Source: an optimization exercise on an open RTL-to-GDS flow (aim: small area, a short achievable clock period and few clock cycles). Production flows keep margins and buffers that such runs may drop. Only simulation tests tie the RTL to the original design; equivalence was not proved. Power figures rest on the tool's default switching activity, not on a simulated workload.

==> run a: inputs <==
// happy_face
module happy_face (
    input wire signed [31:0] s_x,
    input wire signed [31:0] s_y,
    input wire signed [31:0] height,
    input wire __clock,
    input wire __reset,
    input wire __start,
    input wire __ready,
    output reg __valid,
    output reg __done,
    output reg signed [31:0] __output_0,
    output reg signed [31:0] __output_1
);
    localparam [2:0] IDLE = 3'd0, INIT = 3'd1, CIRC = 3'd2, EPRE = 3'd3,
                     EYE = 3'd4, ESW = 3'd5, DONE = 3'd6, NEGM = 3'd7;
    reg [2:0] ph;
    reg [2:0] k;       
    reg eye;           
    reg neg;           
    reg decr;          
    reg contf;         
    reg lastcolf;      
    reg [9:0] x;       
    reg [10:0] y;      
    reg [11:0] s;      
    reg [11:0] g;      
    reg [9:0] q;       
    reg [1:0] r3;      
    reg lastrowf;      
    reg bnegf;         
    reg qzf;           
    wire adv = __ready | ~__valid;
    wire go = ~__start & ~__reset & adv;
    wire iINIT = (ph == INIT);
    wire iCIRC = (ph == CIRC);
    wire iEPRE = (ph == EPRE);
    wire iEYE = (ph == EYE);
    wire iESW = (ph == ESW);
  ...
==> flow/config.mk <==
export PLATFORM = sky130hd
export DESIGN_NAME = happy_face
export DESIGN_NICKNAME = happy_face
export VERILOG_FILES = /design/flow/design.v
export SDC_FILE = /design/flow/constraint.sdc
export NUM_CORES = 4
export LEC_CHECK = 0
export CAP_MARGIN = 20
export CORE_MARGIN = 2
export CORE_UTILIZATION = 40
export SLEW_MARGIN = 20
==> flow/constraint.sdc <==
create_clock -name core_clock -period 20.0 [get_ports {__clock}]
set_input_delay 4.0000 -clock core_clock [delete_from_list [all_inputs] [get_ports {__clock}]]
set_output_delay 4.0000 -clock core_clock [all_outputs]
set_load 0.01 [all_outputs]
standard.sh (not shown) runs the stock make flow with config.mk's settings and CLKGATE_MAP_FILE= SYNTH_SCRIPT=/design/flow/synth_recipe.tcl, a recipe that flattens the netlist after the stock synthesis.
==> flow/flow/run.sh <==
#!/bin/bash
# Standard layout, with plain buffers on the ports instead of delay buffers and no dummy
# loads in the clock tree.
set -euo pipefail
export BUFFER_PORTS_ARGS="-buffer_cell sky130_fd_sc_hd__buf_1"
export CTS_ARGS="-sink_clustering_enable -repair_clock_nets -dont_use_dummy_load"
bash standard.sh > standard.log 2>&1
==> run b: changes against run a <==
==> flow/run.sh (new file) <==
#!/bin/bash
# synth_recipe.tcl (not shown) runs the flow's synth.tcl, then flattens the netlist and writes it again
# the make line also repeats each setting of config.mk as NAME=value (left out here)
make -C /OpenROAD-flow-scripts/flow DESIGN_CONFIG=/design/flow/config.mk WORK_HOME=/design/flow/orfs CLKGATE_MAP_FILE= SYNTH_SCRIPT=/design/flow/synth_recipe.tcl finish
removed: flow/flow/run.sh
removed: flow/standard.sh
==> run c: changes against run a <==
--- a/flow/design.v
+++ b/flow/design.v
@@ -9,17 +9,17 @@
     output reg __valid,
     output reg __done,
     output reg signed [31:0] __output_0,
     output reg signed [31:0] __output_1
 );
     localparam [2:0] IDLE = 3'd0, INIT = 3'd1, CIRC = 3'd2, EPRE = 3'd3,
                      EYE = 3'd4, ESW = 3'd5, DONE = 3'd6, NEGM = 3'd7;
     reg [2:0] ph;
-    reg [2:0] k;       
+    reg [7:0] k;       
     reg eye;           
     reg neg;           
     reg decr;          
     reg contf;         
     reg lastcolf;      
     reg [9:0] x;       
     reg [10:0] y;      
     reg [11:0] s;      
@@ -33,19 +33,18 @@
     wire go = ~__start & ~__reset & adv;
     wire iINIT = (ph == INIT);
     wire iCIRC = (ph == CIRC);
     wire iEPRE = (ph == EPRE);
     wire iEYE = (ph == EYE);
     wire iESW = (ph == ESW);
     wire iDONE = (ph == DONE);
     wire iNEGM = (ph == NEGM);
-    wire k0 = (k == 3'd0), k1 = (k == 3'd1), k2 = (k == 3'd2), k3 = (k == 3'd3);
-    wire k4 = (k == 3'd4), k5 = (k == 3'd5), k6 = (k == 3'd6), k7 = (k == 3'd7);
-    wire [3:0] n = {eye, k};
+    wire k0 = k[0], k1 = k[1], k2 = k[2], k3 = k[3];
+    wire k4 = k[4], k5 = k[5], k6 = k[6], k7 = k[7];
     reg [9:0] xinc;
     reg [10:0] ydec;
     reg [11:0] sinc;
     reg [11:0] sd;
     reg [12:0] sz;     
     integer i;
     always @* begin
         for (i = 0; i < 10; i = i + 1) xinc[i] = x[i] ^ (&(x | ~((10'd1 << i) - 10'd1)));
@@ -102,53 +101,48 @@
                      ({12{s1_sd}} & sd) | ({12{s1_x}} & {2'b00, x}) |
                      (iEPRE ? 12'd5 : 12'd0);
     reg inv0, inv1, c0, c1, en0, en1;
     always @* begin
         inv0 = 1'b0; inv1 = 1'b0; c0 = 1'b0; c1 = 1'b0; en0 = 1'b0; en1 = 1'b0;
         case (ph)
             INIT: en1 = 1'b1;
             CIRC: begin
-                case (k)
-                    3'd0: begin en1 = 1'b1; inv1 = ~ysg; c1 = ~ysg; end
-                    3'd1: begin en0 = 1'b1; inv0 = 1'b1; c0 = 1'b1;
-                                en1 = 1'b1; inv1 = ysg; c1 = ysg; end
-                    3'd2: begin en1 = 1'b1; inv1 = ~ysg; c1 = ~ysg; end
-                    3'd3: begin en0 = 1'b1; en1 = 1'b1; end
-                    3'd4: begin en1 = 1'b1; inv1 = 1'b1; c1 = 1'b1; end
-                    3'd5: begin en0 = 1'b1; inv0 = ~ysg; c0 = ~ysg; en1 = 1'b1; end
-                    3'd6: begin en1 = 1'b1; inv1 = 1'b1; c1 = 1'b1; end
-                    default: begin
-                        if (contf) begin
-                            en0 = 1'b1; c0 = 1'b1; en1 = 1'b1; inv1 = bneg;
-                        end else begin
-                            en0 = ~qz; en1 = ~qz;
-                        end
+                if (k0) begin en1 = 1'b1; inv1 = ~ysg; c1 = ~ysg; end
+                if (k1) begin en0 = 1'b1; inv0 = 1'b1; c0 = 1'b1;
+                              en1 = 1'b1; inv1 = ysg; c1 = ysg; end
+                if (k2) begin en1 = 1'b1; inv1 = ~ysg; c1 = ~ysg; end
+                if (k3) begin en0 = 1'b1; en1 = 1'b1; end
+                if (k4) begin en1 = 1'b1; inv1 = 1'b1; c1 = 1'b1; end
+                if (k5) begin en0 = 1'b1; inv0 = ~ysg; c0 = ~ysg; en1 = 1'b1; end
+                if (k6) begin en1 = 1'b1; inv1 = 1'b1; c1 = 1'b1; end
+                if (k7) begin
+                    if (contf) begin
+                        en0 = 1'b1; c0 = 1'b1; en1 = 1'b1; inv1 = bneg;
+                    end else begin
+                        en0 = ~qz; en1 = ~qz;
                     end
-                endcase
+                end
             end
             EPRE: begin en0 = 1'b1; en1 = 1'b1; end
             EYE: begin
                 if (!lastrow) begin
                     en1 = 1'b1; c1 = 1'b1;
                 end else if (!lastcolf) begin
                     en0 = 1'b1; c0 = 1'b1; en1 = 1'b1; inv1 = 1'b1; c1 = 1'b1;
                 end else if (!eye) begin
                     en0 = 1'b1; inv0 = 1'b1; c0 = 1'b1; en1 = 1'b1; inv1 = 1'b1; c1 = 1'b1;
                 end
             end
             ESW: begin en0 = 1'b1; inv0 = 1'b1; c0 = 1'b1; end
             NEGM: begin
-                case (n)
-                    4'd0, 4'd1, 4'd4, 4'd5: begin en1 = 1'b1; inv1 = 1'b1; c1 = 1'b1; end
-                    4'd2, 4'd3: en1 = 1'b1;
-                    4'd6: begin en0 = 1'b1; en1 = 1'b1; end
-                    4'd8, 4'd9: begin en0 = 1'b1; inv0 = 1'b1; c0 = 1'b1; end
-                    default: ;
-                endcase
+                if (~eye & (k0 | k1 | k4 | k5)) begin en1 = 1'b1; inv1 = 1'b1; c1 = 1'b1; end
+                if (~eye & (k2 | k3)) en1 = 1'b1;
+                if (~eye & k6) begin en0 = 1'b1; en1 = 1'b1; end
+                if (eye & (k0 | k1)) begin en0 = 1'b1; inv0 = 1'b1; c0 = 1'b1; end
             end
             default: ;
         endcase
     end
     wire [19:0] hh = {q, x} & {20{neg & (iINIT | iNEGM)}};
     wire [31:0] d0 = {hh, p0} ^ {32{inv0}};
     wire [31:0] d1 = {hh, p1} ^ {32{inv1}};
     wire [31:0] sum0, sum1;
@@ -165,34 +159,33 @@
     end
     wire exit_eye = iCIRC & k7 & ~contf & ~qz;
     wire col_next = iEYE & lastrow & ~lastcolf;
     wire eye_switch = iEYE & lastrow & lastcolf & ~eye;
     wire x_inc = (iCIRC & k7 & contf) | col_next;
     wire x_clr = exit_eye | eye_switch;
     wire [9:0] x_next = x_inc ? xinc : (x_clr ? 10'd0 : x);
     wire y_dn = (iCIRC & k7 & contf & decr) | (iEYE & ~lastrow);
-    wire y_ld = iEPRE | col_next | eye_switch;
+    wire y_ld = iINIT | iEPRE | col_next | eye_switch;
     wire [10:0] y_next = y_ld ? sd[10:0] : (y_dn ? ydec : y);
     always @(posedge __clock) begin
         if (__start) begin
             x <= height[21:12];
-            y <= height[10:0];
             s <= height[11:0];
             g <= ~height[11:0];
             q <= height[31:22];
             neg <= height[31];
         end else if (go) begin
             if (x_inc | x_clr) x <= x_next;
             if (y_dn | y_ld) y <= y_next;
             if (iCIRC & k7 & contf & ~decr) s <= sinc;
             if (exit_eye) s <= {2'b00, q};
             if ((iCIRC & k0) | (iCIRC & k1 & decr)) g <= gsum;
             if (iINIT & ~neg) begin
-                q <= y[9:0];
+                q <= s[9:0];
                 r3 <= 2'd0;
             end
             if (divstep) begin
                 q <= {q[7:0], qd};
                 r3 <= rn;
             end
             if (iCIRC & k5) qzf <= (q == 10'd0);
             if (iCIRC & k2) bnegf <= dec_now & sz[12];
@@ -200,31 +193,32 @@
             if (iEPRE | iEYE) lastcolf <= (x_next == sd[9:0]);
         end
     end
     always @(posedge __clock) begin
         if (__start) begin
             ph <= INIT;
             __valid <= 1'b0;
             __done <= 1'b0;
+            decr <= 1'b0;
         end else if (__reset) begin
             ph <= IDLE;
             __valid <= 1'b0;
             __done <= 1'b0;
         end else if (adv) begin
             case (ph)
                 INIT: begin
                     __valid <= 1'b1;
-                    k <= 3'd0;
+                    k <= 8'd1;
                     eye <= 1'b0;
                     decr <= 1'b0;
                     ph <= neg ? NEGM : CIRC;
                 end
                 CIRC: begin
-                    k <= k + 3'd1;
+                    k <= {k[6:0], k[7]};
                     if (k2) begin
                         decr <= dec_now;
                         contf <= cont_now;
                     end
                     if (k7 & ~contf) begin
                         if (qz) begin
                             ph <= DONE;
                             __done <= 1'b1;
@@ -251,22 +245,24 @@
                         end
                     end
                 end
                 ESW: begin
                     ph <= EYE;
                     __valid <= 1'b1;
                 end
                 NEGM: begin
-                    {eye, k} <= n + 4'd1;
-                    case (n)
-                        4'd0, 4'd2, 4'd4, 4'd8: __valid <= 1'b0;
-                        4'd11: begin __done <= 1'b1; ph <= DONE; end
-                        default: __valid <= 1'b1;
-                    endcase
+                    k <= {k[6:0], k[7]};
+                    if (k7) eye <= 1'b1;
+                    if (eye & k3) begin
+                        __done <= 1'b1;
+                        ph <= DONE;
+                    end else begin
+                        __valid <= ~((~eye & (k0 | k2 | k4)) | (eye & k0));
+                    end
                 end
                 DONE: begin
                     ph <= IDLE;
                     __valid <= 1'b0;
                     __done <= 1'b0;
                 end
                 default: __valid <= 1'b0;
             endcase
==> flow/flow/run.sh (replaced) <==
#!/bin/bash
# Standard layout, with plain buffers on the ports instead of delay buffers, no dummy loads in
# the clock tree, and timing repair that aims well below the clock period.
set -euo pipefail
export BUFFER_PORTS_ARGS="-buffer_cell sky130_fd_sc_hd__buf_1"
export CTS_ARGS="-sink_clustering_enable -repair_clock_nets -dont_use_dummy_load"
export SETUP_SLACK_MARGIN=14.5
bash standard.sh > standard.log 2>&1
==> out/results.tsv <==
stage	metric	value	unit
final_layout	filler-free cell count of the finished design	1945	
routing	DR WL/cell	20.9	µm
sta	Slew HR	0.273	
global_routing	largest net degree at the start of global routing	86	
routing	vias per inst	5.70	
place	routability cong.	0.984	
place	placed insts	1927	
yosys	compound-cell area share of the yosys netlist	0.187	
power_and_ir_drop	maximum vdd drop	0.0537	mV
clocking	post-CTS setup buffer count	0	
power_and_ir_drop	Leakage Power	5.50	nW
outcome	run status	no timing/DRC/antenna violations	
power_and_ir_drop	Clock power frac	0.235	
The numbers above come from run a.

==> out/results.tsv <==
stage	metric	value	unit
yosys	compound-cell area share of the yosys netlist	0.187	
outcome	run status	no timing/DRC/antenna violations	
power_and_ir_drop	Leakage Power	6.00	nW
clocking	post-CTS setup buffer count	0	
routing	vias per inst	5.65	
sta	Slew HR	0.296	
global_routing	largest net degree at the start of global routing	99	
sta	Total Neg Setup Slack	0	ns
power_and_ir_drop	Clock power frac	0.273	
place	placed insts	1926	
final_layout	filler-free cell count of the finished design	1958	
power_and_ir_drop	maximum vdd drop	0.0507	mV
place	routability cong.	0.938	
The numbers above come from run b.

==> out/results.tsv <==
stage	metric	value	unit
routing	Vias	11300	
clocking	clk latency of the worst-skew pair	0.45	ns
outcome	run status	no timing/DRC/antenna violations	
place	placed insts	1878	
final_layout	filler-free cell count of the finished design	1950	
clocking	post-CTS setup buffer count	18	
routing	total routed wirelength	41800	µm
global_routing	largest net degree at the start of global routing	66	
sta	Slew HR	0.304	
power_and_ir_drop	maximum vdd drop	0.0464	mV
yosys	compound-cell area share of the yosys netlist	0.179	
power_and_ir_drop	Leakage Power	5.74	nW
The numbers above come from run c.

Testbench counts of run a, summed over its fixed seeds: cycles 31,968.
Testbench counts of run b, summed over its fixed seeds: cycles 31,968.
Testbench counts of run c, summed over its fixed seeds: cycles 31,968.

==> what the ideal ports hide <==
How much do the figures lean on ideal ports? The routed layouts below were timed once more, with nothing changed but the port constraints. Step 1: set_driving_cell puts a clkbuf_16 on __clock and a buf_2 on each other input, an assumption about the parent block. Step 2 times the ports against the registers' clock, not the clock port: input delays grow and output delays shrink by t, the midpoint of the rising clock arrivals with the driver on. a / b / c = ideal / step 1 / step 2; a / b = the first two.
run | shift t [ns] | setup WS [ns] | hold slack, ns | worst setup path at the end | cell pins on the clock port's net
run a | 0.483 | 13.728 / 13.728 / 13.512 | 0.521 / 0.521 / 0.521 | input to register | 1
run b | 0.485 | 13.621 / 13.621 / 13.621 | 0.522 / 0.522 / 0.522 | register to register | 1
run c | 0.485 | 14.530 / 14.541 / 14.075 | 0.506 / 0.506 / 0.506 | input to register | 1
After both steps setup and hold are still met in every run listed. For run c, which loses most, drivers alone change the setup slack by +0.011 ns; drivers and shift together by -0.455 ns.
